This is an optimization exercise on Yosys and OpenROAD, whose aim is small area, not a production implementation.
The RTL was checked by simulation tests, not by an equivalence proof against the original design.
No activity file was given, so power comes from the tool's default toggle rates.

$ cat flow/run.sh
#!/bin/bash
# synth_recipe.tcl (not shown) runs the flow's synth.tcl, then flattens the netlist and writes it again
# the make line also repeats each setting of config.mk as NAME=value (left out here)
make -C /OpenROAD-flow-scripts/flow DESIGN_CONFIG=/design/flow/config.mk WORK_HOME=/design/flow/orfs CLKGATE_MAP_FILE= SYNTH_SCRIPT=/design/flow/synth_recipe.tcl finish
$ cat flow/config.mk
export PLATFORM = sky130hd
export DESIGN_NAME = vpx_brd_ctrl_core
export DESIGN_NICKNAME = vpx_brd_ctrl_core
export VERILOG_FILES = /design/flow/design.v
export SDC_FILE = /design/flow/constraint.sdc
export NUM_CORES = 4
export LEC_CHECK = 0
export CAP_MARGIN = 20
export CORE_MARGIN = 2
export CORE_UTILIZATION = 40
export CTS_BUF_LIST = sky130_fd_sc_hd__clkbuf_16
export CTS_CLUSTER_DIAMETER = 100
export CTS_CLUSTER_SIZE = 30
export SLEW_MARGIN = 20
$ cat flow/constraint.sdc
create_clock -name core_clock -period 20.0 [get_ports {clk}]
set_input_delay 4.0000 -clock core_clock [delete_from_list [all_inputs] [get_ports {clk}]]
set_output_delay 4.0000 -clock core_clock [all_outputs]
set_load 0.01 [all_outputs]
$ cat flow/design.v
`timescale 1ns / 1ps
`timescale 1ns / 1ps
 `timescale 1ns / 1ps
module reset_req_s
 (
	input  wire		clk,
	input  wire		rst_n,
	input  wire		resetfull_req_n,	 
	input  wire		sreset_req_n,		 
	input  wire		cs_por_n,			 
	input  wire		cs_resetfull_n,		 
	input  wire		cs_reset_n,			 
	input  wire		cs_resetstat_n,		 
	output wire		resetfull_out_n,	 
	output wire		reset_out_n			 
 );
localparam	IDLE    = 4'd0;
localparam	RF_CHK  = 4'd1;
localparam	RF_AS0  = 4'd2;
localparam	RF_AS   = 4'd3;
localparam	RF_DLY  = 4'd4;
localparam	RF_REL0 = 4'd5;
localparam	RF_REL  = 4'd6;
localparam	SR_CHK  = 4'd9;
localparam	SR_AS0  = 4'd10;
localparam	SR_AS   = 4'd11;
localparam	SR_DLY  = 4'd12;
localparam	SR_REL0 = 4'd13;
localparam	SR_REL  = 4'd14;
reg		[3:0]	st;
reg		[14:0]	cnt;
wire	chk_done = ((cnt & 24'h9c4) == 24'h9c4);	 
wire	dly_done = ((cnt & 24'h61a8) == 24'h61a8);	 
wire	rel_done = ((cnt & 24'h64) == 24'h64);	 
wire	cs_run  = cs_por_n & cs_resetfull_n & cs_reset_n;
wire	cs_rel  = cs_run & cs_resetstat_n;
wire	cs_rfd  = cs_por_n & ~cs_resetfull_n & cs_reset_n & ~cs_resetstat_n;
wire	cs_srd  = cs_por_n & cs_resetfull_n & ~cs_reset_n & ~cs_resetstat_n;
wire	[2:0]	ph = st[2:0];
wire			asserted = (ph == 3'd3) | (ph == 3'd4) | (ph == 3'd5);	 
assign	resetfull_out_n = ~(asserted & ~st[3]);
assign	reset_out_n     = ~(asserted & st[3]);
reg				run;
reg				done;
always @(*) begin
	case (ph)
		3'd1:       begin run = cs_run; done = chk_done; end
		3'd4:       begin run = st[3] ? cs_srd : cs_rfd; done = dly_done; end
		3'd5, 3'd6: begin run = cs_rel; done = rel_done; end
		default:    begin run = 1'b0;   done = 1'b0;     end
	endcase
end
wire	cnt_hold = (st == SR_CHK) & ~resetfull_req_n;
wire	cnt_inc  = run & ~done & ~cnt_hold;
wire	step     = run & done & ~cnt_hold;
always @(posedge clk) begin
	if(~cnt_inc & ~cnt_hold)
		cnt <= 15'd0;
	else
		cnt <= cnt + {14'd0, cnt_inc};
end
wire			req_n = st[3] ? sreset_req_n : resetfull_req_n;
always @(posedge clk or negedge rst_n) begin
	if(~rst_n)
		st <= IDLE;
	else begin
		case (ph)
		3'd0: begin		 
			if(~resetfull_req_n)
				st <= RF_CHK;
			else if(~sreset_req_n)
				st <= SR_CHK;
			else
				st <= IDLE;
		end
		3'd1: begin		 
			if(st[3] & ~resetfull_req_n)
				st <= RF_CHK;
			else if(step)
				st <= {st[3], 3'd2};
		end
		3'd2, 3'd3:		 
			st <= {st[3], req_n ? 3'd4 : 3'd3};
		3'd4:			 
			if(step) st <= {st[3], 3'd5};
		3'd5, 3'd6:		 
			st <= step ? IDLE : {st[3], 3'd6};
		default:
			st <= IDLE;
		endcase
	end
end
endmodule
`timescale 1ns / 1ps
module ad9516_rom (
	input wire [6:0] r,
	input wire [4:0] b,
	output wire sa,
	output wire sb
);
function [23:0] ad_rom_a;
	input [6:0] r;
	begin
		case (r)
			7'd0: ad_rom_a = 24'h000099;
			7'd1: ad_rom_a = 24'h000100;
			7'd2: ad_rom_a = 24'h000200;
			7'd3: ad_rom_a = 24'h000341;
			7'd4: ad_rom_a = 24'h000400;
			7'd5: ad_rom_a = 24'h00107C;
			7'd6: ad_rom_a = 24'h00110A;
			7'd7: ad_rom_a = 24'h001200;
			7'd8: ad_rom_a = 24'h001300;
			7'd9: ad_rom_a = 24'h00140F;
			7'd10: ad_rom_a = 24'h001500;
			7'd11: ad_rom_a = 24'h001605;
			7'd12: ad_rom_a = 24'h001702;
			7'd13: ad_rom_a = 24'h001806;
			7'd14: ad_rom_a = 24'h001940;
			7'd15: ad_rom_a = 24'h001A00;
			7'd16: ad_rom_a = 24'h001BA0;
			7'd17: ad_rom_a = 24'h001C22;
			7'd18: ad_rom_a = 24'h001D08;
			7'd19: ad_rom_a = 24'h001E00;
			7'd20: ad_rom_a = 24'h001F00;
			7'd21: ad_rom_a = 24'h00A001;
			7'd22: ad_rom_a = 24'h00A100;
			7'd23: ad_rom_a = 24'h00A200;
			7'd24: ad_rom_a = 24'h00A301;
			7'd25: ad_rom_a = 24'h00A400;
			7'd26: ad_rom_a = 24'h00A500;
			7'd27: ad_rom_a = 24'h00A601;
			7'd28: ad_rom_a = 24'h00A700;
			7'd29: ad_rom_a = 24'h00A800;
			7'd30: ad_rom_a = 24'h00A901;
			7'd31: ad_rom_a = 24'h00AA00;
			7'd32: ad_rom_a = 24'h00AB00;
			7'd33: ad_rom_a = 24'h00F008;
			7'd34: ad_rom_a = 24'h00F108;
			7'd35: ad_rom_a = 24'h00F208;
			7'd36: ad_rom_a = 24'h00F308;
			7'd37: ad_rom_a = 24'h00F408;
			7'd38: ad_rom_a = 24'h00F508;
			7'd39: ad_rom_a = 24'h014002;
			7'd40: ad_rom_a = 24'h014102;
			7'd41: ad_rom_a = 24'h014202;
			7'd42: ad_rom_a = 24'h014302;
			7'd43: ad_rom_a = 24'h019022;
			7'd44: ad_rom_a = 24'h019100;
			7'd45: ad_rom_a = 24'h019200;
			7'd46: ad_rom_a = 24'h019311;
			7'd47: ad_rom_a = 24'h019400;
			7'd48: ad_rom_a = 24'h019500;
			7'd49: ad_rom_a = 24'h019611;
			7'd50: ad_rom_a = 24'h019700;
			7'd51: ad_rom_a = 24'h019800;
			7'd52: ad_rom_a = 24'h019911;
			7'd53: ad_rom_a = 24'h019A00;
			7'd54: ad_rom_a = 24'h019B00;
			7'd55: ad_rom_a = 24'h019C20;
			7'd56: ad_rom_a = 24'h019D00;
			7'd57: ad_rom_a = 24'h019E11;
			7'd58: ad_rom_a = 24'h019F00;
			7'd59: ad_rom_a = 24'h01A000;
			7'd60: ad_rom_a = 24'h01A120;
			7'd61: ad_rom_a = 24'h01A200;
			7'd62: ad_rom_a = 24'h01A300;
			7'd63: ad_rom_a = 24'h01E004;
			7'd64: ad_rom_a = 24'h01E102;
			7'd65: ad_rom_a = 24'h023000;
			7'd66: ad_rom_a = 24'h023100;
			7'd67: ad_rom_a = 24'h023201;
			7'd68: ad_rom_a = 24'h001807;
			7'd69: ad_rom_a = 24'h023201;
			default: ad_rom_a = 24'h000000;
		endcase
	end
endfunction
function [23:0] ad_rom_d;
	input [6:0] r;
	begin
		case (r)
			7'd8: ad_rom_d = 24'h00000A;
			7'd43: ad_rom_d = 24'h000033;
			7'd46: ad_rom_d = 24'h000003;
			7'd57: ad_rom_d = 24'h000003;
			7'd63: ad_rom_d = 24'h000006;
			default: ad_rom_d = 24'h000000;
		endcase
	end
endfunction
wire [23:0] wa = ad_rom_a(r);
wire [23:0] wd = ad_rom_d(r);
assign sa = wa[b];
assign sb = wa[b] ^ wd[b];
endmodule
`timescale 1ns / 1ps
module dsp_spi
 (
	input  wire			clk,			 
	input  wire			rst_n,
	input  wire			DSP_SSEL1,
	input  wire			DSP_SCK1,
	input  wire			DSP_MOSI1,
	output reg			DSP_MISO1,
	input  wire	[15:0]	gpio_i,			 
	input  wire			st_phy_int,		 
	input  wire	[4:0]	st_rst,			 
	input  wire	[2:0]	st_misc,		 
	output reg	[3:0]	led_reg,		 
	output reg			phy_reg,		 
	output reg	[3:0]	misc_reg		 
 );
reg			[1:0]	ssel_s;
reg			[2:0]	sck_s;
reg			[1:0]	mosi_s;
reg 		[4:0] 	spi_c;
reg					rw;
reg			[6:0]	addr;
reg			[3:0]	data_w;
reg			[2:0]	wr_cng;
reg			[7:0]	data_r_hold;
reg			[7:0]	pre_r;
wire				ssel     = ssel_s[1];
wire				sck_fall =  sck_s[2] & ~sck_s[1];
wire				sck_rise = ~sck_s[2] &  sck_s[1];
wire				mosi     = mosi_s[1];
wire				rdy          = (spi_c == 5'h8) & rw;
wire				wr_event_cng = spi_c[4] & ~rw;		 
wire				wr_event     = wr_cng[1] ^ wr_cng[2];
always @(posedge clk or negedge rst_n) begin
	if(~rst_n) begin
		ssel_s <= 2'b11;
		sck_s  <= 3'b000;
	end
	else begin
		ssel_s <= {ssel_s[0], DSP_SSEL1};
		sck_s  <= {sck_s[1:0], DSP_SCK1};
	end
end
always @(posedge clk) begin
	mosi_s <= {mosi_s[0], DSP_MOSI1};
	wr_cng <= {wr_cng[1:0], wr_event_cng};
end
always @(posedge clk) begin
	if(ssel)
		spi_c <= 5'h0;
	else if(sck_fall) begin
		spi_c <= spi_c[4] ? 5'h0 : spi_c + 1'b1;
		if(spi_c == 5'h0) begin
			rw     <= mosi;
			addr   <= 7'h0;
			data_w <= 4'h0;
		end
		else if(spi_c[4:3] == 2'b00)
			addr <= {addr[5:0], mosi};
		else if(~spi_c[4] & ~rw)
			data_w <= {data_w[2:0], mosi};
	end
end
always @(posedge clk or negedge rst_n) begin
	if(~rst_n) begin
		led_reg  <= 4'b0;
		phy_reg  <= 1'b1;
		misc_reg <= 4'b0011;
	end
	else if(wr_event) begin
		case(addr)
			7'h0: led_reg  <= data_w;
			7'h1: phy_reg  <= data_w[1];
			7'h7: misc_reg <= data_w;
			default: ;
		endcase
	end
end
wire		[2:0]	addr_nx = sck_fall ? {addr[1:0], mosi} : addr[2:0];
always @(posedge clk) begin
	case(addr_nx)
		3'd1: pre_r <= {gpio_i[7:1], st_phy_int};
		3'd3: pre_r <= gpio_i[15:8];
		3'd6: pre_r <= {gpio_i[7:5], st_rst};
		3'd7: pre_r <= {gpio_i[7], st_misc, gpio_i[3:0]};
		default: pre_r <= gpio_i[7:0];
	endcase
end
reg			[7:0]	data_r;
always @(*) begin
	if(addr[6:3] != 4'h0)
		data_r = 8'h0;
	else begin
		case(addr[2:0])
			3'd0: data_r = {4'h0, led_reg};
			3'd1: data_r = {6'h0, phy_reg, pre_r[0]};
			3'd4: data_r = 8'h2b;
			3'd5: data_r = 8'h08;
			3'd6: data_r = {3'h0, pre_r[4:0]};
			3'd7: data_r = {1'b0, pre_r[6:4], misc_reg};
			default: data_r = pre_r;
		endcase
	end
end
always @(posedge clk or negedge rst_n) begin
	if(~rst_n)
		data_r_hold <= 8'h0;
	else if(rdy)
		data_r_hold <= data_r;
end
always @(posedge clk or negedge rst_n) begin
	if(~rst_n)
		DSP_MISO1 <= 1'b0;
	else if(ssel)
		DSP_MISO1 <= 1'b0;
	else if(sck_rise) begin
		if(spi_c[4:3] == 2'b01) begin
			if(rw)
				DSP_MISO1 <= data_r_hold[~spi_c[2:0]];
		end
		else
			DSP_MISO1 <= 1'b0;
	end
end
endmodule
`timescale 1ns / 1ps
 `timescale 1ns / 1ps
module vpx_brd_ctrl_core
 (
	clk,   						 
	rst_n,						 
	vcc1p0_pgood_i,
	vcc3p3_fmc_pgood_i,
	vcc_vadj_fmc_pgood_i,
	vcc1p2_pgood_i,
	vcc1p8_fpga_pgood_i,
	vcc1p5_fpga_pgood_i,
	vcc0p75_fpga_pgood_i,
	vcc1p0_mgtavcc_pgood_i,
	vcc1p2_mgtavtt_pgood_i,
	vcc3p3_pgood_i,
	dspa_sspcs1_i,		  			 
	dspa_sspck_i,					 
	dspa_sspmiso_o,					 
	dspa_sspmosi_i,         		 
	dspb_sspcs1_i,		  			 
	dspb_sspck_i,					 
	dspb_sspmiso_o,					 
	dspb_sspmosi_i,         		 
	vcc2p5_pgood_i,			
	vcc1p8_dsp_pgood_i,     
	vcc1p5_dsp_pgood_i,	    
	vcc0p75_dsp_pgood_i,	
	sys_pgood_o,			
	vcc2p5_en_o,			
	vcc1p8_dsp_en_o,        
	vcc1p5_dsp_en_o,				
	vcc0p75_dsp_en_o,		
	dspa_gpio_i,					 
	dspa_gpio_o,					 
	dspa_gpio_en,					 
	dspb_gpio_i,					 
	dspb_gpio_o,					 
	dspb_gpio_en,					 
	full_reset_i,					 
	dspa_warm_reset_i,				 
	dspb_warm_reset_i,				 
	fpga_rst_i,						 
	fpga_rst_o,						 
	dspa_trgrstz_i, 				 
	dspb_trgrstz_i, 				 
	dspa_debug_led_o,				 
	dspb_debug_led_o,				 
	dspa_porz_o,					 
	dspa_resetfullz_o,				 
	dspa_resetz_o,					 
	dspa_lresetz_o,					 
	dspa_coresel_o,					 
	dspa_resetstat_n_i,				 
	dspa_nmiz_o,					 
	dspa_lresetnmienz_o,			 
	dspa_bootcomplete_i,             
	dspa_paclksel_o,				 
	dspa_hout_i,					 
	dspa_sysclkout_i,				 
	dspa_timi0_o,					 
	dspb_porz_o,					 
	dspb_resetfullz_o,				 
	dspb_resetz_o,					 
	dspb_lresetz_o,					 
	dspb_coresel_o,					 
	dspb_resetstat_n_i,				 
	dspb_nmiz_o,					 
	dspb_lresetnmienz_o,			 
	dspb_bootcomplete_i,             
	dspb_paclksel_o,				 
	dspb_hout_i,					 
	dspb_sysclkout_i,				 
	dspb_timi0_o,					 
	dspa_phy_int_n_i,				 
	dspa_phy_rst_n_o,				 
	dspb_phy_int_n_i,				 
	dspb_phy_rst_n_o,				 
	dspa_ucd9222_pg1_i,				 
	dspa_ucd9222_pg2_i,				 
	dspa_ucd9222_ena1_o,   			 
	dspa_ucd9222_ena2_o,			 
	dspa_pgucd9222_i,				 
	dspa_ucd9222_rst_n_o,			 
	dspb_ucd9222_pg1_i,				 
	dspb_ucd9222_pg2_i,				 
	dspb_ucd9222_ena1_o,   			 
	dspb_ucd9222_ena2_o,			 
	dspb_pgucd9222_i,				 
	dspb_ucd9222_rst_n_o,			 
	dspa_pca9306_en_o,				 
	dspb_pca9306_en_o,				 
	dspa_nand_wp_o,					 
	dspa_nor_wp_n_o,				 
	dspa_eeprom_wp_o,				 
	dspb_nand_wp_o,					 
	dspb_nor_wp_n_o,				 
	dspb_eeprom_wp_o,				 
    dspa_vid_oe_n_o, 
	dspb_vid_oe_n_o, 
	ad9516_1_clock_reset_o,
	ad9516_1_cs_o, 
	ad9516_1_pd_o,
	ad9516_1_refsel_o,
	ad9516_1_sclk_o,
	ad9516_1_sdi_o,
	ad9516_1_ld_i,
	ad9516_2_clock_reset_o,
	ad9516_2_cs_o, 
	ad9516_2_pd_o,
	ad9516_2_refsel_o,
	ad9516_2_sclk_o,
	ad9516_2_sdi_o,
	ad9516_2_ld_i,
	sp3an_debug_led_o,
	front_led_o,
	sw_fsel_o,
	sw_qfg_o,
	srio_rst_n_o,
	sw_spd_o,
	fmc1_pg_c2m_o,
	fmc2_pg_c2m_o,
	dspa_tsip0_fsa0_o,
	dspa_tsip0_clka0_o,
	dspb_tsip0_fsa0_o,
	dspb_tsip0_clka0_o
 );
input			clk;
input			rst_n;
input   		vcc1p0_pgood_i;
input   		vcc3p3_fmc_pgood_i;
input   		vcc_vadj_fmc_pgood_i;
input   		vcc1p2_pgood_i;
input   		vcc1p8_fpga_pgood_i;
input   		vcc1p5_fpga_pgood_i;
input   		vcc0p75_fpga_pgood_i;
input   		vcc1p0_mgtavcc_pgood_i;
input   		vcc1p2_mgtavtt_pgood_i;
input   		vcc3p3_pgood_i;
input			dspa_sspcs1_i;
input			dspa_sspck_i;
output			dspa_sspmiso_o;
input			dspa_sspmosi_i;
input			dspb_sspcs1_i;
input			dspb_sspck_i;
output			dspb_sspmiso_o;
input			dspb_sspmosi_i;
input			vcc2p5_pgood_i;
input			vcc1p8_dsp_pgood_i;
input			vcc1p5_dsp_pgood_i;
input			vcc0p75_dsp_pgood_i;
output			sys_pgood_o;
output			vcc2p5_en_o;
output			vcc1p8_dsp_en_o;
output			vcc1p5_dsp_en_o;
output			vcc0p75_dsp_en_o;
reg				vcc2p5_en_o;
reg				vcc1p8_dsp_en_o;
reg				vcc1p5_dsp_en_o;
reg				vcc0p75_dsp_en_o;
input	[15:0]	dspa_gpio_i;
output	[15:0]	dspa_gpio_o;
output			dspa_gpio_en;
reg   			dspa_gpio_en;
input	[15:0]	dspb_gpio_i;
output	[15:0]	dspb_gpio_o;
output			dspb_gpio_en;
reg   			dspb_gpio_en;
input			full_reset_i;
input			dspa_warm_reset_i;
input			dspb_warm_reset_i;
input			fpga_rst_i;
input       	dspa_trgrstz_i;
input       	dspb_trgrstz_i;
output			fpga_rst_o;
wire			full_reset_i_f;
wire			dspa_warm_reset_i_f;
wire			dspb_warm_reset_i_f;
wire			fpga_rst_i_f;
output	[3:0]	dspa_debug_led_o;
output	[3:0]	dspb_debug_led_o;
output			dspa_porz_o;
output			dspa_resetfullz_o;
output			dspa_resetz_o;
output			dspa_lresetz_o;
input			dspa_resetstat_n_i;
output			dspa_lresetnmienz_o;
output	[3:0]	dspa_coresel_o;
output			dspa_nmiz_o;
output			dspa_paclksel_o;
input			dspa_hout_i;
input			dspa_bootcomplete_i;
input			dspa_sysclkout_i;
output 			dspa_timi0_o; 
output			dspb_porz_o;
output			dspb_resetfullz_o;
output			dspb_resetz_o;
output			dspb_lresetz_o;
input			dspb_resetstat_n_i;
output			dspb_lresetnmienz_o;
output	[3:0]	dspb_coresel_o;
output			dspb_nmiz_o;
output			dspb_paclksel_o;
input			dspb_hout_i;
input			dspb_bootcomplete_i;
input			dspb_sysclkout_i;
output 			dspb_timi0_o; 
input			dspa_phy_int_n_i;
output			dspa_phy_rst_n_o;
input			dspb_phy_int_n_i;
output			dspb_phy_rst_n_o;
input			dspa_ucd9222_pg1_i;
input			dspa_ucd9222_pg2_i;
output			dspa_ucd9222_ena1_o;
output			dspa_ucd9222_ena2_o;
input			dspa_pgucd9222_i;
output			dspa_ucd9222_rst_n_o;
input			dspb_ucd9222_pg1_i;
input			dspb_ucd9222_pg2_i;
output			dspb_ucd9222_ena1_o;
output			dspb_ucd9222_ena2_o;
input			dspb_pgucd9222_i;
output			dspb_ucd9222_rst_n_o;
output			dspa_pca9306_en_o;
output			dspb_pca9306_en_o;
output			dspa_nand_wp_o;
output			dspa_nor_wp_n_o;
output			dspa_eeprom_wp_o;
output			dspb_nand_wp_o;
output			dspb_nor_wp_n_o;
output			dspb_eeprom_wp_o;
output 			dspa_vid_oe_n_o;
output 			dspb_vid_oe_n_o;
output			ad9516_1_clock_reset_o;
output			ad9516_1_cs_o;
output			ad9516_1_pd_o;
output			ad9516_1_refsel_o;
output			ad9516_1_sclk_o;
output			ad9516_1_sdi_o;
input			ad9516_1_ld_i;
output			ad9516_2_clock_reset_o;
output			ad9516_2_cs_o;
output			ad9516_2_pd_o;
output			ad9516_2_refsel_o;
output			ad9516_2_sclk_o;
output			ad9516_2_sdi_o;
input			ad9516_2_ld_i;
wire			ad9516_1_cfg_done;
wire			ad9516_2_cfg_done;
output	[7:0]	sp3an_debug_led_o;
output	[1:0]	front_led_o;
output	[1:0]	sw_fsel_o;
output	[7:0]	sw_qfg_o;
output			srio_rst_n_o;
output	[2:0]	sw_spd_o;
reg				srio_rst_n_o;
output			fmc1_pg_c2m_o;
output			fmc2_pg_c2m_o;
output			dspa_tsip0_fsa0_o;
output			dspa_tsip0_clka0_o;
output			dspb_tsip0_fsa0_o;
output			dspb_tsip0_clka0_o;
reg				ir_run;			 
reg				ir_rel;			 
reg				fpga_ireset_n;
reg		[11:0]	dcnt;
wire			dcnt_wrap = ((dcnt & 16'h9c4) == 16'h9c4);
wire			dcnt_lo0  = (dcnt[11:4] == 8'h0);
wire			dcnt_is2  = dcnt_lo0 & (dcnt[3:0] == 4'd2);
wire			dcnt_is3  = dcnt_lo0 & (dcnt[3:0] == 4'd3);
wire			dcnt_is10 = dcnt_lo0 & (dcnt[3:0] == 4'd10);
always @(posedge clk or negedge rst_n) begin
	if(~rst_n) begin
		ir_run <= 1'b0;
		ir_rel <= 1'b0;
		fpga_ireset_n <= 1'b0;
		dcnt <= 12'hfff;
	end
	else begin
		ir_run <= 1'b1;
		if(ir_run & dcnt_wrap)
			ir_rel <= 1'b1;
		if(ir_rel)
			fpga_ireset_n <= 1'b1;
		if(dcnt_wrap | (ir_rel & ~fpga_ireset_n))
			dcnt <= 12'h0;
		else
			dcnt <= dcnt + 1'b1;
	end
end
reg				dclk;
wire			sample_en = dcnt_wrap & ~dclk;
always @(posedge clk or negedge fpga_ireset_n) begin
	if(~fpga_ireset_n)
		dclk <= 1'b0;
	else if(dcnt_wrap)
		dclk <= ~dclk;
end
reg		[3:0]	smp_full, smp_wa, smp_wb, smp_frst;
always @(posedge clk or negedge fpga_ireset_n) begin
	if(~fpga_ireset_n) begin
		smp_full <= 4'hf;
		smp_wa   <= 4'hf;
		smp_wb   <= 4'hf;
		smp_frst <= 4'hf;
	end
	else if(sample_en) begin
		smp_full <= {smp_full[2:0], full_reset_i};
		smp_wa   <= {smp_wa[2:0],   dspa_warm_reset_i};
		smp_wb   <= {smp_wb[2:0],   dspb_warm_reset_i};
		smp_frst <= {smp_frst[2:0], fpga_rst_i};
	end
end
reg				resetfull_req_n;	 
reg				wra_f;				 
reg				wrb_f;				 
reg				frst_f;				 
reg				fpga_rst_o_r;		 
always @(posedge clk or negedge fpga_ireset_n) begin
	if(~fpga_ireset_n) begin
		resetfull_req_n <= 1'b1;
		wra_f <= 1'b1;
		wrb_f <= 1'b1;
		frst_f <= 1'b1;
		fpga_rst_o_r <= 1'b1;
	end
	else begin
		if(dcnt_is3)
			resetfull_req_n <= (&smp_full) | (resetfull_req_n & (|smp_full));
		if(dcnt_is2) begin
			wra_f  <= (&smp_wa)   | (wra_f  & (|smp_wa));
			wrb_f  <= (&smp_wb)   | (wrb_f  & (|smp_wb));
			frst_f <= (&smp_frst) | (frst_f & (|smp_frst));
		end
		if(dcnt_is3 & ~frst_f)
			fpga_rst_o_r <= 1'b0;
		else if(dcnt_is10 & frst_f)
			fpga_rst_o_r <= 1'b1;
	end
end
assign fpga_rst_o = fpga_rst_o_r;
reg				trga_s1, trga_s2, trgb_s1, trgb_s2;
reg				dspa_softreset_req_n, dspb_softreset_req_n;
reg		[1:0]	dspa_resetstat_nd, dspb_resetstat_nd;
always @(posedge clk) begin
	trga_s1 <= dspa_trgrstz_i | ~fpga_ireset_n;
	trga_s2 <= trga_s1;
	trgb_s1 <= dspb_trgrstz_i | ~fpga_ireset_n;
	trgb_s2 <= trgb_s1;
	dspa_softreset_req_n <= wra_f & trga_s2;
	dspb_softreset_req_n <= wrb_f & trgb_s2;
end
always @(posedge clk or negedge fpga_ireset_n) begin
	if(~fpga_ireset_n) begin
		dspa_resetstat_nd <= 2'b00;
		dspb_resetstat_nd <= 2'b00;
	end
	else begin
		dspa_resetstat_nd <= {dspa_resetstat_nd[0], dspa_resetstat_n_i};
		dspb_resetstat_nd <= {dspb_resetstat_nd[0], dspb_resetstat_n_i};
	end
end
reg				full_s1, frst_s1, wa_s1, wb_s1;
reg				phya_s1, phyb_s1;
reg				boota_s1, sysa_s1, houta_s1, bootb_s1, sysb_s1, houtb_s1;
always @(posedge clk) begin
	full_s1  <= full_reset_i;
	frst_s1  <= fpga_rst_i;
	wa_s1    <= dspa_warm_reset_i;
	wb_s1    <= dspb_warm_reset_i;
	phya_s1  <= dspa_phy_int_n_i;
	phyb_s1  <= dspb_phy_int_n_i;
	boota_s1 <= dspa_bootcomplete_i;
	sysa_s1  <= dspa_sysclkout_i;
	houta_s1 <= dspa_hout_i;
	bootb_s1 <= dspb_bootcomplete_i;
	sysb_s1  <= dspb_sysclkout_i;
	houtb_s1 <= dspb_hout_i;
end
reg				pgm_d0, pgm_d1;
reg				v2p5_d0, v2p5_d1, ucd_d0, ucd_d1, v1p8_d0, v1p8_d1;
reg				v1p5_d0, v1p5_d1, v075_d0, v075_d1;
reg				pg_ex_dsp, all_power;
always @(posedge clk) begin
	pgm_d0 <= vcc1p0_pgood_i & vcc3p3_fmc_pgood_i & vcc_vadj_fmc_pgood_i &
	          vcc1p2_pgood_i & vcc1p8_fpga_pgood_i & vcc1p5_fpga_pgood_i &
	          vcc0p75_fpga_pgood_i & vcc1p0_mgtavcc_pgood_i & vcc1p2_mgtavtt_pgood_i &
	          vcc3p3_pgood_i & fpga_ireset_n;
	pgm_d1 <= pgm_d0;
	pg_ex_dsp <= pgm_d1;
	ucd_d0 <= dspa_ucd9222_pg1_i & dspa_ucd9222_pg2_i & dspa_pgucd9222_i &
	          dspb_ucd9222_pg1_i & dspb_ucd9222_pg2_i & dspb_pgucd9222_i & fpga_ireset_n;
	ucd_d1 <= ucd_d0;
end
always @(posedge clk or negedge fpga_ireset_n) begin
	if(~fpga_ireset_n) begin
		v2p5_d0 <= 1'b0; v2p5_d1 <= 1'b0;
		v1p8_d0 <= 1'b0; v1p8_d1 <= 1'b0;
		v1p5_d0 <= 1'b0; v1p5_d1 <= 1'b0;
		v075_d0 <= 1'b0; v075_d1 <= 1'b0;
		all_power <= 1'b0;
	end
	else begin
		v2p5_d0 <= vcc2p5_pgood_i;       v2p5_d1 <= v2p5_d0;
		v1p8_d0 <= vcc1p8_dsp_pgood_i;   v1p8_d1 <= v1p8_d0;
		v1p5_d0 <= vcc1p5_dsp_pgood_i;   v1p5_d1 <= v1p5_d0;
		v075_d0 <= vcc0p75_dsp_pgood_i;  v075_d1 <= v075_d0;
		all_power <= pgm_d1 & v2p5_d1 & ucd_d1 & v1p8_d1 & v1p5_d1 & v075_d1;
	end
end
reg		[2:0]	ce_10m_cnt;
wire			clk_10mhz_ce = ce_10m_cnt[2];	 
always @(posedge clk) begin
	if(clk_10mhz_ce | ~fpga_ireset_n)
		ce_10m_cnt <= 3'd0;
	else
		ce_10m_cnt <= ce_10m_cnt + 1'b1;
end
reg		[17:0]	debug_led_lo;
reg		[7:0]	debug_led_hi;
always @(posedge clk) begin
	if(clk_10mhz_ce | ~fpga_ireset_n) begin
		if(all_power)
			debug_led_lo <= debug_led_lo + 1'b1;
		else
			debug_led_lo <= 18'b0;
	end
end
always @(posedge clk or negedge fpga_ireset_n) begin
	if(~fpga_ireset_n)
		debug_led_hi <= 8'b0;
	else if(clk_10mhz_ce) begin
		if(all_power)
			debug_led_hi <= debug_led_hi + {7'b0, &debug_led_lo};
		else
			debug_led_hi <= 8'b0;
	end
end
assign	sp3an_debug_led_o = debug_led_hi;
always @(posedge clk or negedge fpga_ireset_n) begin
	if(~fpga_ireset_n)
		srio_rst_n_o <= 1'b0;
	else
		srio_rst_n_o <= all_power;
end
assign 	sw_fsel_o	= 	2'b11;
assign	sw_spd_o	=	3'b101;
assign  sw_qfg_o	=   8'b0;
assign	fmc1_pg_c2m_o = all_power;
assign	fmc2_pg_c2m_o = all_power;
assign	sys_pgood_o   = all_power;
assign	front_led_o[1] = all_power;
reg		[1:0]	clk_div;
reg				tsip_clk;
reg		[6:0]	fs_cnt;
reg				tsip_fs;
wire			tsip_clk_rise = clk_div[1] & ~tsip_clk;
always @(posedge clk)
	clk_div <= (clk_div[1] | ~fpga_ireset_n) ? 2'd0 : clk_div + 1'b1;
always @(posedge clk or negedge fpga_ireset_n) begin
	if(~fpga_ireset_n) begin
		tsip_clk <= 1'b0;
		fs_cnt <= 7'd0;
		tsip_fs <= 1'b0;
	end
	else begin
		if(clk_div[1])
			tsip_clk <= ~tsip_clk;
		if(tsip_clk_rise) begin
			fs_cnt <= fs_cnt + 1'b1;
			tsip_fs <= &fs_cnt;
		end
	end
end
assign	dspa_tsip0_clka0_o = tsip_clk;
assign	dspb_tsip0_clka0_o = tsip_clk;
assign	dspa_tsip0_fsa0_o  = tsip_fs;
assign	dspb_tsip0_fsa0_o  = tsip_fs;
parameter 		SM_IDLE	  = 4'h0;
parameter 		SM_V2P5	  = 4'h1;
parameter 		SM_PMBS_1 = 4'h2;
parameter 		SM_PMBS_2 = 4'h3;
parameter 		SM_V1P8	  = 4'h4;
parameter 		SM_V1P5	  = 4'h5;
parameter 		SM_V075	  = 4'h6;
parameter 		SM_CLKG	  = 4'h7;
parameter 		SM_PORWR  = 4'h8;
parameter 		SM_WAIT	  = 4'h9;
parameter 		SM_PWOK	  = 4'ha;
parameter 		SM_POFF1  = 4'hb;
parameter 		SM_POFF2  = 4'hc;
parameter 		SM_FAIL	  = 4'hd;
reg		[3:0]	PW_SM;
reg		[15:0]	PW_c;
reg				ucd_ena;
reg				vid_oe_n;
reg				set_ad9516;
reg		[1:0]	ld_d;
wire			c_idle_done = ((PW_c & 24'hc350) == 24'hc350);
wire			c_done = ((PW_c & 24'h61a8) == 24'h61a8);
reg				sm_en, sm_ok;
reg		[3:0]	sm_next;
always @(*) begin
	sm_en = 1'b1;
	sm_ok = 1'b1;
	sm_next = PW_SM;
	case (PW_SM)
		SM_IDLE:   begin sm_en = pg_ex_dsp; sm_next = SM_V2P5;   end
		SM_V2P5:   begin sm_en = pg_ex_dsp; sm_ok = v2p5_d1;  sm_next = SM_PMBS_1; end
		SM_PMBS_1: begin sm_en = pg_ex_dsp; sm_next = SM_PMBS_2; end
		SM_PMBS_2: begin sm_en = pg_ex_dsp; sm_ok = ucd_d1;   sm_next = SM_V1P8;   end
		SM_V1P8:   begin sm_en = pg_ex_dsp; sm_ok = v1p8_d1;  sm_next = SM_V1P5;   end
		SM_V1P5:   begin sm_en = pg_ex_dsp; sm_ok = v1p5_d1;  sm_next = SM_V075;   end
		SM_V075:   begin sm_en = pg_ex_dsp; sm_ok = v075_d1;  sm_next = SM_CLKG;   end
		SM_CLKG:   begin sm_en = all_power; sm_ok = ld_d[1];  sm_next = SM_PORWR;  end
		SM_PORWR:  begin sm_en = all_power; sm_next = SM_WAIT;   end
		SM_WAIT:   begin sm_en = all_power; sm_ok = dspa_resetstat_nd[1]; sm_next = SM_PWOK; end
		SM_PWOK:   begin sm_en = all_power; sm_ok = 1'b0; end
		SM_POFF1:  begin sm_next = SM_POFF2; end
		default:   begin sm_ok = 1'b0; end		 
	endcase
end
wire			sm_done = (PW_SM == SM_IDLE) ? c_idle_done : c_done;
wire			sm_step = sm_en & sm_ok & sm_done;
wire			pw_inc  = sm_en & sm_ok & ~sm_done;
wire			pw_clr  = ~pw_inc & (sm_en | (PW_SM == SM_IDLE));
always @(posedge clk) begin
	if(pw_clr)
		PW_c <= 16'h0;
	else
		PW_c <= PW_c + {15'h0, pw_inc};
end
always @(posedge clk or negedge fpga_ireset_n) begin
	if(~fpga_ireset_n) begin
		PW_SM <= SM_IDLE;
		ucd_ena <= 1'b0;
		vcc1p5_dsp_en_o <= 1'b0;
		vcc1p8_dsp_en_o <= 1'b0;
		vcc0p75_dsp_en_o <= 1'b0;
		vcc2p5_en_o <= 1'b0;
		set_ad9516 <= 1'b0;
		vid_oe_n <= 1'b1;
	end
	else begin
		if(sm_step)
			PW_SM <= sm_next;
		else if(~sm_en)
			PW_SM <= (PW_SM == SM_IDLE) ? SM_IDLE : (PW_SM <= SM_V075) ? SM_FAIL : SM_POFF1;
		case (PW_SM)
			SM_V2P5:   if(sm_en) vcc2p5_en_o <= 1'b1;
			SM_PMBS_1: if(sm_en) ucd_ena <= 1'b1;
			SM_V1P8: begin
				if(sm_en) vcc1p8_dsp_en_o <= 1'b1;
				if(sm_step) set_ad9516 <= 1'b1;
			end
			SM_V1P5: begin
				if(sm_en) vcc1p5_dsp_en_o <= 1'b1;
				if(sm_step) vid_oe_n <= 1'b0;
			end
			SM_V075:   if(sm_en) vcc0p75_dsp_en_o <= 1'b1;
			SM_CLKG:   if(sm_step) set_ad9516 <= 1'b0;
			SM_POFF2, SM_FAIL: begin
				ucd_ena <= 1'b0;
				vcc1p5_dsp_en_o <= 1'b0;
				vcc1p8_dsp_en_o <= 1'b0;
				vcc0p75_dsp_en_o <= 1'b0;
				vcc2p5_en_o <= 1'b0;
				set_ad9516 <= 1'b0;
				vid_oe_n <= 1'b1;
			end
			default: ;
		endcase
	end
end
assign	dspa_ucd9222_ena1_o  = ucd_ena;
assign	dspa_ucd9222_ena2_o  = ucd_ena;
assign	dspb_ucd9222_ena1_o  = ucd_ena;
assign	dspb_ucd9222_ena2_o  = ucd_ena;
assign	dspa_ucd9222_rst_n_o = 1'b1;
assign	dspb_ucd9222_rst_n_o = 1'b1;
assign	dspa_vid_oe_n_o = vid_oe_n;
assign	dspb_vid_oe_n_o = vid_oe_n;
reg		[2:0]	ad_state;
reg		[6:0]	cnt_reg;
reg		[4:0]	cnt_bit;
reg				ad_sen;
reg				ad_sclk;
reg				ad_sdata_1, ad_sdata_2;
wire			rom_1, rom_2;
ad9516_rom Inst_ad9516_rom (.r(cnt_reg), .b(cnt_bit), .sa(rom_1), .sb(rom_2));
wire			ad_last_bit = (cnt_bit == 5'd0);
wire			ad_last_reg = cnt_reg[6] & cnt_reg[2] & cnt_reg[0];	 
always @(posedge clk or negedge fpga_ireset_n) begin
	if(~fpga_ireset_n)
		cnt_reg <= 7'd0;
	else if(~set_ad9516)
		cnt_reg <= 7'd0;
	else if(clk_10mhz_ce & (ad_state == 3'd5))
		cnt_reg <= ad_last_reg ? 7'd0 : cnt_reg + 1'b1;
end
always @(posedge clk) begin
	if(~set_ad9516) begin
		ad_state <= 3'd0;
		cnt_bit <= 5'd23;
	end
	else if(clk_10mhz_ce) begin
		case(ad_state)
			3'd0: ad_state <= 3'd1;		 
			3'd1: ad_state <= 3'd2;		 
			3'd2: ad_state <= 3'd3;		 
			3'd3: ad_state <= 3'd4;		 
			3'd4: begin					 
				if(ad_last_bit) begin
					ad_state <= 3'd5;
					cnt_bit <= 5'd23;
				end
				else begin
					ad_state <= 3'd1;
					cnt_bit <= cnt_bit - 1'b1;
				end
			end
			3'd5: begin					 
				ad_state <= ad_last_reg ? 3'd6 : 3'd1;
			end
			default: ;					 
		endcase
	end
end
always @(posedge clk or negedge fpga_ireset_n) begin
	if(~fpga_ireset_n) begin
		ad_sen <= 1'b1;
		ad_sdata_1 <= 1'b0;
		ad_sdata_2 <= 1'b0;
		ad_sclk <= 1'b0;
	end
	else if(~set_ad9516) begin
		ad_sen <= 1'b1;
		ad_sdata_1 <= 1'b0;
		ad_sdata_2 <= 1'b0;
		ad_sclk <= 1'b0;
	end
	else if(clk_10mhz_ce) begin
		case(ad_state)
			3'd1: ad_sclk <= 1'b0;		 
			3'd2: begin					 
				ad_sen <= 1'b0;
				ad_sdata_1 <= rom_1;
				ad_sdata_2 <= rom_2;
			end
			3'd3: ad_sclk <= 1'b1;		 
			3'd4: ad_sen <= ad_last_bit;	 
			3'd5: ad_sclk <= 1'b0;		 
			3'd6, 3'd7: begin			 
				ad_sdata_1 <= 1'b0;
				ad_sdata_2 <= 1'b0;
			end
			default: ;
		endcase
	end
end
assign	ad9516_1_clock_reset_o = 1'b1;
assign	ad9516_1_pd_o          = 1'b1;
assign	ad9516_1_refsel_o      = 1'b0;
assign	ad9516_1_cs_o          = ad_sen;
assign	ad9516_1_sclk_o        = ad_sclk;
assign	ad9516_1_sdi_o         = ad_sdata_1;
assign	ad9516_2_clock_reset_o = 1'b1;
assign	ad9516_2_pd_o          = 1'b1;
assign	ad9516_2_refsel_o      = 1'b0;
assign	ad9516_2_cs_o          = ad_sen;
assign	ad9516_2_sclk_o        = ad_sclk;
assign	ad9516_2_sdi_o         = ad_sdata_2;
reg		[1:0]	ld_run;
always @(posedge clk or negedge fpga_ireset_n) begin
	if(~fpga_ireset_n)
		ld_run <= 2'd0;
	else if(clk_10mhz_ce) begin
		if(ad9516_1_ld_i & ad9516_2_ld_i)
			ld_run <= ld_run + {1'b0, ~&ld_run};
		else
			ld_run <= 2'd0;
	end
end
always @(posedge clk)
	ld_d <= {ld_d[0], &ld_run};
assign	front_led_o[0] = &ld_run;
wire			dspa_resetfull_out_n, dspa_reset_out_n;
wire			dspb_resetfull_out_n, dspb_reset_out_n;
wire			sm_7_a = (PW_SM >= 4'h7 && PW_SM <= 4'ha);
wire			sm_7_b = (PW_SM >= 4'h7 && PW_SM <= 4'hb);
wire			sm_8_a = (PW_SM >= 4'h8 && PW_SM <= 4'ha);
wire			sm_9_b = (PW_SM >= 4'h9 && PW_SM <= 4'hb);
wire			sm_pwok = (PW_SM == SM_PWOK);
wire			power_fail_check = (PW_SM >= 4'hb && PW_SM <= 4'hd);
assign 	dspa_coresel_o = 4'h0;
assign 	dspb_coresel_o = 4'h0;
assign 	dspa_paclksel_o = 1'b1;
assign 	dspb_paclksel_o = 1'b1;
assign 	dspa_lresetnmienz_o = sm_7_a;
assign 	dspb_lresetnmienz_o = sm_7_a;
assign 	dspa_nmiz_o = sm_7_b;
assign 	dspb_nmiz_o = sm_7_b;
assign 	dspa_lresetz_o = sm_7_b;
assign 	dspb_lresetz_o = sm_7_b;
assign 	dspa_porz_o = sm_8_a;
assign 	dspb_porz_o = sm_8_a;
assign 	dspa_resetfullz_o = sm_9_b & dspa_resetfull_out_n;
assign 	dspb_resetfullz_o = sm_9_b & dspb_resetfull_out_n;
assign 	dspa_resetz_o = sm_7_b & dspa_reset_out_n;
assign 	dspb_resetz_o = sm_7_b & dspb_reset_out_n;
assign	dspa_gpio_o = 16'h0001;
assign	dspb_gpio_o = 16'h0001;
wire	[3:0]	dspa_led_reg, dspb_led_reg;
wire			dspa_phy_reg, dspb_phy_reg;
wire	[3:0]	dspa_misc_reg, dspb_misc_reg;
assign	dspa_debug_led_o = power_fail_check ? 4'h0 : dspa_led_reg;
assign	dspb_debug_led_o = power_fail_check ? 4'h0 : dspb_led_reg;
assign 	dspa_phy_rst_n_o = dspa_porz_o & dspa_resetfullz_o & dspa_phy_reg;
assign 	dspb_phy_rst_n_o = dspb_porz_o & dspb_resetfullz_o & dspb_phy_reg;
wire			dspa_wp_on = sm_pwok & dspa_resetstat_n_i & ~dspa_gpio_en;
wire			dspb_wp_on = sm_pwok & dspb_resetstat_n_i & ~dspb_gpio_en;
assign 	dspa_nand_wp_o   = dspa_wp_on & dspa_misc_reg[0];
assign 	dspb_nand_wp_o   = dspb_wp_on & dspb_misc_reg[0];
assign 	dspa_nor_wp_n_o  = dspa_wp_on & dspa_misc_reg[1];
assign 	dspb_nor_wp_n_o  = dspb_wp_on & dspb_misc_reg[1];
assign 	dspa_eeprom_wp_o = ~dspa_wp_on | dspa_misc_reg[2];
assign 	dspb_eeprom_wp_o = ~dspb_wp_on | dspb_misc_reg[2];
assign 	dspa_pca9306_en_o = sm_pwok & dspa_misc_reg[3];
assign 	dspb_pca9306_en_o = sm_pwok & dspb_misc_reg[3];
reset_req_s Inst_reset_req_ctrl_a
 (
    .clk				(	clk						),
    .rst_n				(	fpga_ireset_n			),
    .resetfull_req_n	(	resetfull_req_n			),
    .sreset_req_n		(	dspa_softreset_req_n	),
    .cs_por_n			(	dspa_porz_o				),
    .cs_resetfull_n		(	dspa_resetfullz_o		),
    .cs_reset_n			(	dspa_resetz_o			),
    .cs_resetstat_n		(	dspa_resetstat_nd[1]	),
    .resetfull_out_n	(	dspa_resetfull_out_n	),
    .reset_out_n		(	dspa_reset_out_n		)
 );
reset_req_s Inst_reset_req_ctrl_b
 (
    .clk				(	clk						),
    .rst_n				(	fpga_ireset_n			),
    .resetfull_req_n	(	resetfull_req_n			),
    .sreset_req_n		(	dspb_softreset_req_n	),
    .cs_por_n			(	dspb_porz_o				),
    .cs_resetfull_n		(	dspb_resetfullz_o		),
    .cs_reset_n			(	dspb_resetz_o			),
    .cs_resetstat_n		(	dspb_resetstat_nd[1]	),
    .resetfull_out_n	(	dspb_resetfull_out_n	),
    .reset_out_n		(	dspb_reset_out_n		)
 );
reg				half_clk;
reg		[3:0]	dspa_gpio_dly, dspb_gpio_dly;
always @(posedge clk or negedge fpga_ireset_n) begin
	if(~fpga_ireset_n)
		half_clk <= 1'b0;
	else
		half_clk <= ~half_clk;
end
wire			dspa_gpio_clr = ~dspa_resetstat_nd[1] & (~dspa_porz_o | ~dspa_resetfullz_o | dspa_gpio_en);
wire			dspa_gpio_done = ((dspa_gpio_dly & 16'h0a) == 16'h0a);
always @(posedge clk or negedge fpga_ireset_n) begin
	if(~fpga_ireset_n)
		dspa_gpio_en <= 1'b1;
	else
		dspa_gpio_en <= dspa_gpio_clr | ~dspa_gpio_done;
end
always @(posedge clk) begin
	if(dspa_gpio_clr)
		dspa_gpio_dly <= 4'h0;
	else if(~dspa_gpio_done)
		dspa_gpio_dly <= dspa_gpio_dly + 1'b1;
end
wire			dspb_gpio_clr = ~dspb_resetstat_nd[1] & (~dspb_porz_o | ~dspb_resetfullz_o | dspb_gpio_en);
wire			dspb_gpio_done = ((dspb_gpio_dly & 16'h0a) == 16'h0a);
always @(posedge clk or negedge fpga_ireset_n) begin
	if(~fpga_ireset_n)
		dspb_gpio_en <= 1'b1;
	else
		dspb_gpio_en <= dspb_gpio_clr | ~dspb_gpio_done;
end
always @(posedge clk) begin
	if(dspb_gpio_clr)
		dspb_gpio_dly <= 4'h0;
	else if(~dspb_gpio_done)
		dspb_gpio_dly <= dspb_gpio_dly + 1'b1;
end
assign	dspa_timi0_o = ~dspa_gpio_en & ~half_clk;
assign	dspb_timi0_o = ~dspb_gpio_en & ~half_clk;
dsp_spi Inst_dspa_spi
 (
    .clk			(	clk					),
    .rst_n			(	fpga_ireset_n		),
    .DSP_SSEL1		(	dspa_sspcs1_i		),
    .DSP_SCK1		(	dspa_sspck_i		),
    .DSP_MOSI1		(	dspa_sspmosi_i		),
    .DSP_MISO1		(	dspa_sspmiso_o		),
    .gpio_i			(	dspa_gpio_i			),
    .st_phy_int		(	phya_s1				),
    .st_rst			(	{trga_s1, dspa_resetstat_n_i, frst_s1, wa_s1, full_s1}	),
    .st_misc		(	{boota_s1, sysa_s1, houta_s1}	),
    .led_reg		(	dspa_led_reg		),
    .phy_reg		(	dspa_phy_reg		),
    .misc_reg		(	dspa_misc_reg		)
 );
dsp_spi Inst_dspb_spi
 (
    .clk			(	clk					),
    .rst_n			(	fpga_ireset_n		),
    .DSP_SSEL1		(	dspb_sspcs1_i		),
    .DSP_SCK1		(	dspb_sspck_i		),
    .DSP_MOSI1		(	dspb_sspmosi_i		),
    .DSP_MISO1		(	dspb_sspmiso_o		),
    .gpio_i			(	dspb_gpio_i			),
    .st_phy_int		(	phyb_s1				),
    .st_rst			(	{trgb_s1, dspb_resetstat_n_i, frst_s1, wb_s1, full_s1}	),
    .st_misc		(	{bootb_s1, sysb_s1, houtb_s1}	),
    .led_reg		(	dspb_led_reg		),
    .phy_reg		(	dspb_phy_reg		),
    .misc_reg		(	dspb_misc_reg		)
 );
endmodule
==> flow_metrics.py, run 1 <==
metrics = {
    "setup_path": {
        "worstSetupStartpoint": "dspa_resetstat_n_i",
        "r2r_cells": 15,
        "regToRegSetupSlack_ps": 16580,
        "r2r-start": "PW_SM[3]$_DFFE_PN0P_",
        "arrival_ps": 5960,
        "path_max_fanout": 3,
        "critPathMaxStageDelay_ps": 630,
        "cpMostUsedCell": "clkdlybuf4s50_1",
        "req_time_crit_path_ps": 16000,
        "cp-start-kind": "input port",
        "timing.setup.critical_path_class": "in -> out",
        "timing.critical_path.to_type": "output pin",
        "crit_end": "dspa_nand_wp_o",
        "slowest_stage": "nor3b_1",
        "critical_path.cell_chain": "clkdlybuf4s50_1, nor3b_1, and2_1, clkdlybuf4s50_1",
        "worstReg2RegEnd": "Inst_reset_req_ctrl_b.cnt[14]$_SDFF_PP0_",
    },
    "drt": {
        "met2WireLength_um": 17200,
        "dr.first_iter.drc_count": 726,
        "detail_route.vias_per_cell": 5.27,
        "post_route_ant_nets": 0,
        "routed-via-count": 12200,
        "drt_first_pass_iters": 6,
        "totalWireLength_um": 36100,
        "routedWlPerCell_um": 15.5,
        "met3_routed_wl_um": 1590,
        "max_used_layer": "met4",
        "post-route-drc-count": 0,
        "metal_1_wl_um": 16500,
    },
    "timing": {
        "worst_slew_margin_rel_pct": 33.0,
        "report.final.slew_viol_count": 0,
        "finalWorstPathRequiredPeriod_ps": 9960,
        "part_of_the_cycle_the_worst_path_needs_pct": 49.8,
        "grt_setup_unrepaired": "false",
        "setup_tns_ps": 0,
        "postLayoutSetupSlackWorst_ps": 10040,
        "max_freq_ghz": 0.100,
        "worst_margin_slew_ps": 996,
        "finalSetupViolations": 0,
        "finalHoldWorstSlack_ps": 284,
        "timing.clock.skew_ps": 45.8,
        "final-hold-violation-count": 0,
    },
    "synthesis": {
        "postSynth.asyncResetShare_pct": 46.7,
        "primary_ff_master_synth": "dfxtp_1",
        "yosysSeqAreaShare_pct": 47.2,
        "yosys_warnings": 4,
        "synth.cell_area_um2": 16100,
        "number_of_unique_standard_cell_types_used_by_synthesis": 91,
        "synth_enable_flop_cells": 42,
        "synth.ff_latch_count": 319,
        "syn_area_per_cell_um2": 9.44,
        "synthCells": 1710,
    },
    "run": {
        "cap_violations": 0,
    },
    "global_route": {
        "grt_first_pass_wirelength_um": 58500,
        "grt_util_all_layers_pct": 16.8,
        "number_of_global_route_vias_before_repair": 11300,
        "overflow": 0,
        "grt_max_degree": 60,
        "antenna_found_initial": 0,
    },
    "power": {
        "overall_power_of_the_completed_layout_mw": 1.08,
        "seq_power_share_pct": 62.1,
        "power.density_cell_area_nw_per_um2": 59.9,
        "p_sw_uw": 243,
        "ir_drop_mv": 0.0505,
        "power.combinational.fraction_pct": 4.2,
        "power_leakage_nw": 7.11,
        "power.internal_uw": 840,
        "clock_power_share_pct": 33.7,
        "power_switching_share_pct": 22.5,
    },
    "worst_hold_path": {
        "hold_class": "reg -> async",
    },
    "cells_and_area": {
        "register_containing_the_most_flip_flops_in_the_final_layout": "debug_led_lo",
        "fin_util_pct": 45.5,
        "antennaDiodeCount": 0,
        "layout_common_cells": "nor2_1 (194), clkdlybuf4s50_1 (148), nand2_1 (140)",
        "top_regs": "debug_led_lo (18), PW_c (16)",
        "areaGrowthSynthToFinish_pct": 12.1,
        "largest_register_ffs": 18,
        "nNetsFinal": 1897,
        "final_common_cell": "nor2_1",
        "final_layout_size_suffix_gt1_share_pct": 8.56,
        "num-fill-cells": 3856,
    },
    "cts": {
        "clk-insertion-delay-late_ps": 520,
        "cts_hold_buf": 0,
        "postCtsSetupRepairBufs": 0,
        "clock-sinks": 319,
        "postCtsResizedCells": 0,
        "cts_root_buffer": "clkbuf_16",
        "clk_transition_reported_paths_ps": 110,
        "cts_max_level": 1,
        "cts_tree": "built",
        "cts_max_path_buffers": 3,
        "numCtsBuffers": 15,
    },
    "place": {
        "dp_hpwl_um": 25800,
        "gp_routability_congestion": 0.882,
        "io_buffers": 148,
        "dp_slack_ps": 9950,
    },
    "floorplan": {
        "die_height_um": 205,
        "num_rows": 73,
        "die_area_um2": 42000,
        "core_region_area_um2": 39700,
        "dieWidth_um": 205,
        "floorplan.initialDensity_pct": 40.6,
        "io-pin-count": 212,
    },
    "outcome": {
        "outcome": "finished clean",
    },
}
[power groups by stage]
| stage | sequential, mW | clock (mW) | combinational (mW) |
|---|---|---|---|
| final | 0.672 | 0.365 | 0.0455 |
| after global routing | 0.674 | 0.404 | 0.0511 |
| after CTS | 0.672 | 0.384 | 0.0455 |
| after detailed placement | 0.686 | 0 | 0.0454 |
| after global placement | 0.685 | 0 | 0.0447 |
| after floorplan | 0.681 | 0 | 0.0355 |
[metal layers]
layer	track usage (%)	vias up
li1	-	6006
met1	23.2	5899
met2	27.9	285
met3	2.24	49
met4	4.11	0
met5	0	-
[synth_stat cells, types with 10 or more instances]
master	count	area, um^2
nand3b_1	10	75.1
buf_4	81	608
nand2b_1	36	225
nor2b_1	52	325
a22o_1	12	105
nor3_1	27	135
buf_2	21	105
nor2_1	194	728
inv_1	58	218
nor3b_1	10	75.1
nor4_1	14	87.6
edfxtp_1	42	1260
xnor2_1	32	280
nand3_1	71	355
mux2i_1	16	160
dfstp_2	47	1230
xor2_1	53	464
and3_1	30	188
mux2_2	39	439
dfrtp_1	102	2550
a21oi_1	71	355
nand4_1	31	194
o21ai_0	80	400
and2_1	27	169
a31oi_1	22	138
dfxtp_1	128	2560
clkbuf_1	44	165
nand2_1	140	526
ha_1	29	363
[metrics by stage]
| step | cell area, um^2 | std cells |
|---|---|---|
| global placement | 17600 | 2298 |
| CTS | 18100 | 2324 |
| finish | 18100 | 2324 |
| global route | 18100 | 2324 |
| detailed placement | 17600 | 2298 |
| floorplan | 16400 | 1772 |
[how the worst min path moves through the flow]
stage / end / slack [ps]
6_report: dspa_resetstat_nd[1]$_DFF_PN0_ / 280
5_1_grt: dspa_resetstat_nd[1]$_DFF_PN0_ / 340
4_1_cts: dspa_resetstat_nd[1]$_DFF_PN0_ / 320
3_5_place_dp: dspa_resetstat_nd[1]$_DFF_PN0_ / 300
3_3_place_gp: dspa_resetstat_nd[1]$_DFF_PN0_ / 300
2_1_floorplan: Inst_dspa_spi.mosi_s[1]$_DFF_P_ / 310
[cells by family after synthesis]
group,count (synthesis),share of synthesized area [%]
DFF,319,47.2
adders and majority gates,30,2.31
AOI/OAI and AO/OA,310,12.7
buffers and inverters,222,7.58
xor gates and xnor gates,86,4.71
and+or+nand+nor,680,21.0
muxes,61,4.46
other,2,0.0465
[worst max-delay path: cells and delay by family]
family / cells / cell delay (ps)
buffers and inverters: 2 / 1060
AND/OR/NAND/NOR: 2 / 900
[cell type report]
class | instances | area (um^2) | share of cell area, %
inverters | 63 | 236 | 1.31
flip-flops and latches | 319 | 7610 | 42.1
repair buffers | 160 | 1570 | 8.69
clock buffers | 16 | 400 | 2.21
well taps | 525 | 657 | 3.63
multi-input cells | 1231 | 7540 | 41.7
clock inverters | 10 | 76.3 | 0.422
==> run 2: changes to the inputs <==
--- a/flow/config.mk
+++ b/flow/config.mk
@@ -9,6 +9,6 @@
 export CORE_MARGIN = 2
 export CORE_UTILIZATION = 40
-export CTS_BUF_LIST = sky130_fd_sc_hd__clkbuf_16
-export CTS_CLUSTER_DIAMETER = 100
-export CTS_CLUSTER_SIZE = 30
+export CTS_BUF_LIST = sky130_fd_sc_hd__clkbuf_8
+export CTS_CLUSTER_DIAMETER = 50
+export CTS_CLUSTER_SIZE = 20
 export SLEW_MARGIN = 20
==> flow_metrics.py, run 2 <==
metrics = {
    "synthesis": {
        "synth_most_common_cell": "nor2_1",
        "synth.ff_latch_count": 319,
        "yosys_warnings": 4,
        "post_synth_most_frequent_cells": "nor2_1 (194), nand2_1 (140), dfxtp_1 (128)",
        "synth.cell_area_um2": 16100,
        "primary_ff_master_synth": "dfxtp_1",
        "synthCells": 1710,
        "syn_area_per_cell_um2": 9.44,
        "synth_largest_type_area_fraction_pct": 15.9,
        "synth_enable_flop_cells": 42,
        "number_of_unique_standard_cell_types_used_by_synthesis": 91,
        "netlist.top_cell.by_area": "dfxtp_1",
        "postSynth.asyncResetShare_pct": 46.7,
        "yosysSeqAreaShare_pct": 47.2,
        "synth.area.top_cells": "dfxtp_1 (16%), dfrtp_1 (16%), edfxtp_1 (7.8%), dfstp_2 (7.7%), nor2_1 (4.5%)",
    },
    "global_route": {
        "grt_first_pass_wirelength_um": 59700,
        "overflow": 0,
        "number_of_global_route_vias_before_repair": 11600,
        "grt_util_all_layers_pct": 17.4,
        "grt_max_degree": 60,
        "antenna_found_initial": 0,
    },
    "setup_path": {
        "cp_top_family": "buffers and inverters",
        "cpMostUsedCell": "clkdlybuf4s50_1",
        "r2r-start": "PW_SM[3]$_DFFE_PN0P_",
        "arrival_ps": 5980,
        "worstSetupStartpoint": "dspa_resetstat_n_i",
        "cp.buffers_inverters": 2,
        "path_max_fanout": 3,
        "timing.setup.critical_path_class": "in -> out",
        "path_depth": 4,
        "req_time_crit_path_ps": 16000,
        "regToRegSetupSlack_ps": 16530,
        "cp-start-kind": "input port",
        "critical_path.cell_chain": "clkdlybuf4s50_1, nor3b_1, and2_1, clkdlybuf4s50_1",
        "timing.critical_path.to_type": "output pin",
        "slowest_stage": "nor3b_1",
        "critPathMaxStageDelay_ps": 640,
        "r2r_cells": 15,
    },
    "drt": {
        "drt_first_pass_iters": 6,
        "routed-via-count": 12300,
        "routedWlPerCell_um": 15.5,
        "detail_route.vias_per_cell": 5.21,
        "dr.first_iter.drc_count": 722,
        "totalWireLength_um": 36700,
        "post_route_ant_nets": 0,
        "post-route-drc-count": 0,
    },
    "cts": {
        "clk-insertion-delay-late_ps": 610,
        "cts_tree": "built",
        "cts_max_path_buffers": 3,
        "cts_max_level": 2,
        "postCtsSetupRepairBufs": 0,
        "numCtsBuffers": 38,
        "clock-sinks": 319,
        "clk_transition_reported_paths_ps": 80,
        "cts_hold_buf": 0,
        "postCtsResizedCells": 0,
        "cts_root_buffer": "clkbuf_8",
    },
    "cells_and_area": {
        "num-fill-cells": 3839,
        "top_regs": "debug_led_lo (18), PW_c (16)",
        "nNetsFinal": 1920,
        "final_cell_count_no_fill": 2368,
        "final_common_cell": "nor2_1",
        "areaGrowthSynthToFinish_pct": 14.3,
        "register_containing_the_most_flip_flops_in_the_final_layout": "debug_led_lo",
        "final_layout_size_suffix_gt1_share_pct": 11.0,
        "antennaDiodeCount": 0,
        "layout_common_cells": "nor2_1 (194), clkdlybuf4s50_1 (148), nand2_1 (140)",
        "largest_register_ffs": 18,
    },
    "place": {
        "io_buffers": 148,
        "dp_hpwl_um": 25800,
        "gp_routability_congestion": 0.882,
        "placed_cells_incl_taps": 2298,
    },
    "floorplan": {
        "floorplan.initialDensity_pct": 40.6,
        "die_height_um": 205,
        "die_area_um2": 42000,
        "core_region_area_um2": 39700,
        "dieWidth_um": 205,
        "io-pin-count": 212,
        "num_rows": 73,
    },
    "timing": {
        "finalSetupViolations": 0,
        "timing.clock.skew_ps": 58.5,
        "max_freq_ghz": 0.100,
        "worst_margin_slew_ps": 965,
        "setup_tns_ps": 0,
        "part_of_the_cycle_the_worst_path_needs_pct": 49.9,
        "report.final.slew_viol_count": 0,
        "worst_slew_margin_rel_pct": 35.7,
        "grt_setup_unrepaired": "false",
        "finalWorstPathRequiredPeriod_ps": 9980,
        "final-hold-violation-count": 0,
    },
    "power": {
        "ir_drop_mv": 0.0501,
        "power_leakage_nw": 7.28,
        "power.density_cell_area_nw_per_um2": 65.5,
    },
    "run": {
        "cap_violations": 0,
    },
    "outcome": {
        "outcome": "finished clean",
    },
    "worst_hold_path": {
        "hold_class": "reg -> async",
    },
}
==> run 2: cell counts after synthesis <==
Identical to the previous run, type by type.
==> run 2: path summary, 6_finish.rpt <==
check,end
min in group core_clock,Inst_dspa_spi.mosi_s[1]$_DFF_P_
worst max-delay path,dspa_nand_wp_o
worst min register to register,PW_SM[2]$_DFFE_PN0P_
worst min-delay path,PW_SM[2]$_DFFE_PN0P_
worst max register to register,Inst_reset_req_ctrl_b.cnt[14]$_SDFF_PP0_
max in group asynchronous,fpga_ireset_n$_DFFE_PN0P_
==> run 2: metal layers <==
layer  up-vias  track usage, %  part of all wire, %
met3        77            3.09                  4.8
met4         0            6.47                  2.9
li1       6057               -                    -
met1      5896            23.2                   45
met2       300            28.1                   47
met5         -               0                    0
==> run 2: cells by family (layout without fill, tap and decap cells) <==
logic type                 count (synthesis)  after routing  share of synthesized area [%]
muxes                                     61             61                           4.46
and+or+nand+nor                          680            680                           21.0
other                                      2             64                         0.0465
xor gates and xnor gates                  86             86                           4.71
AOI/OAI and AO/OA                        310            310                           12.7
adders and majority gates                 30             30                           2.31
buffers and inverters                    222            293                           7.58
DFF                                      319            319                           47.2
==> run 2: layout make-up <==
| cell class | count | area [um^2] | share of cell area [%] |
|---|---|---|---|
| inverter | 63 | 236 | 1.28 |
| tap | 525 | 657 | 3.56 |
| sequential | 319 | 7610 | 41.3 |
| multi-input combinational | 1231 | 7540 | 40.9 |
| clock buffer | 42 | 578 | 3.13 |
| timing repair buffer | 160 | 1570 | 8.52 |
| clock inverter | 28 | 250 | 1.36 |
==> run 2: power by group <==
group          switching [mW]  internal, mW
logic                  0.0216        0.0240
clock network           0.276         0.214
registers             0.00870         0.663
==> run 2: worst reg2reg max path, delay by kind of cell (launching register included) <==
family	cells	cell delay [ps]
xor+xnor	1	140
flops	1	730
buf+inv	1	110
compound gates	2	410
simple gates	9	1540
fa+ha+maj	2	360
==> run 2: stage by stage <==
step	total power, mW	utilization (%)	hold slack [ps]	worst slack [ps]	instance area (um^2)
5_1_grt	1.26	46.4	312	9900	18400
2_1_floorplan	0.716	-	310	11570	16400
6_report	1.21	46.4	270	10020	18400
4_1_cts	1.23	46.4	294	9930	18400
3_5_place_dp	0.731	44.3	303	9950	17600
3_3_place_gp	0.730	44.3	304	9920	17600

separate check: timing with driven ports:
How much do the figures lean on ideal ports? The routed layouts below were timed once more, with nothing changed but the port constraints. Step 1, drivers: a clkbuf_16 drives clk and a buf_2 each remaining input, both assumed. Step 2 times the ports against the registers' clock, not the clock port: input delays grow and output delays shrink by t, the midpoint of the rising clock arrivals with the driver on. a / b / c = ideal / step 1 / step 2; a / b = the first two.
run | t, ns | slack for setup (ns) | hold slack, ns | worst setup path at the end | clock arrival spread, ns
run 1 | 0.561 | 10.037 / 10.013 / 10.013 | 0.284 / 0.284 / 0.284 | input to output | 0.048 / 0.048
run 2 | 0.639 | 10.023 / 9.999 / 9.999 | 0.270 / 0.270 / 0.270 | input to output | 0.069 / 0.069
After both steps setup and hold are still met in every run listed.
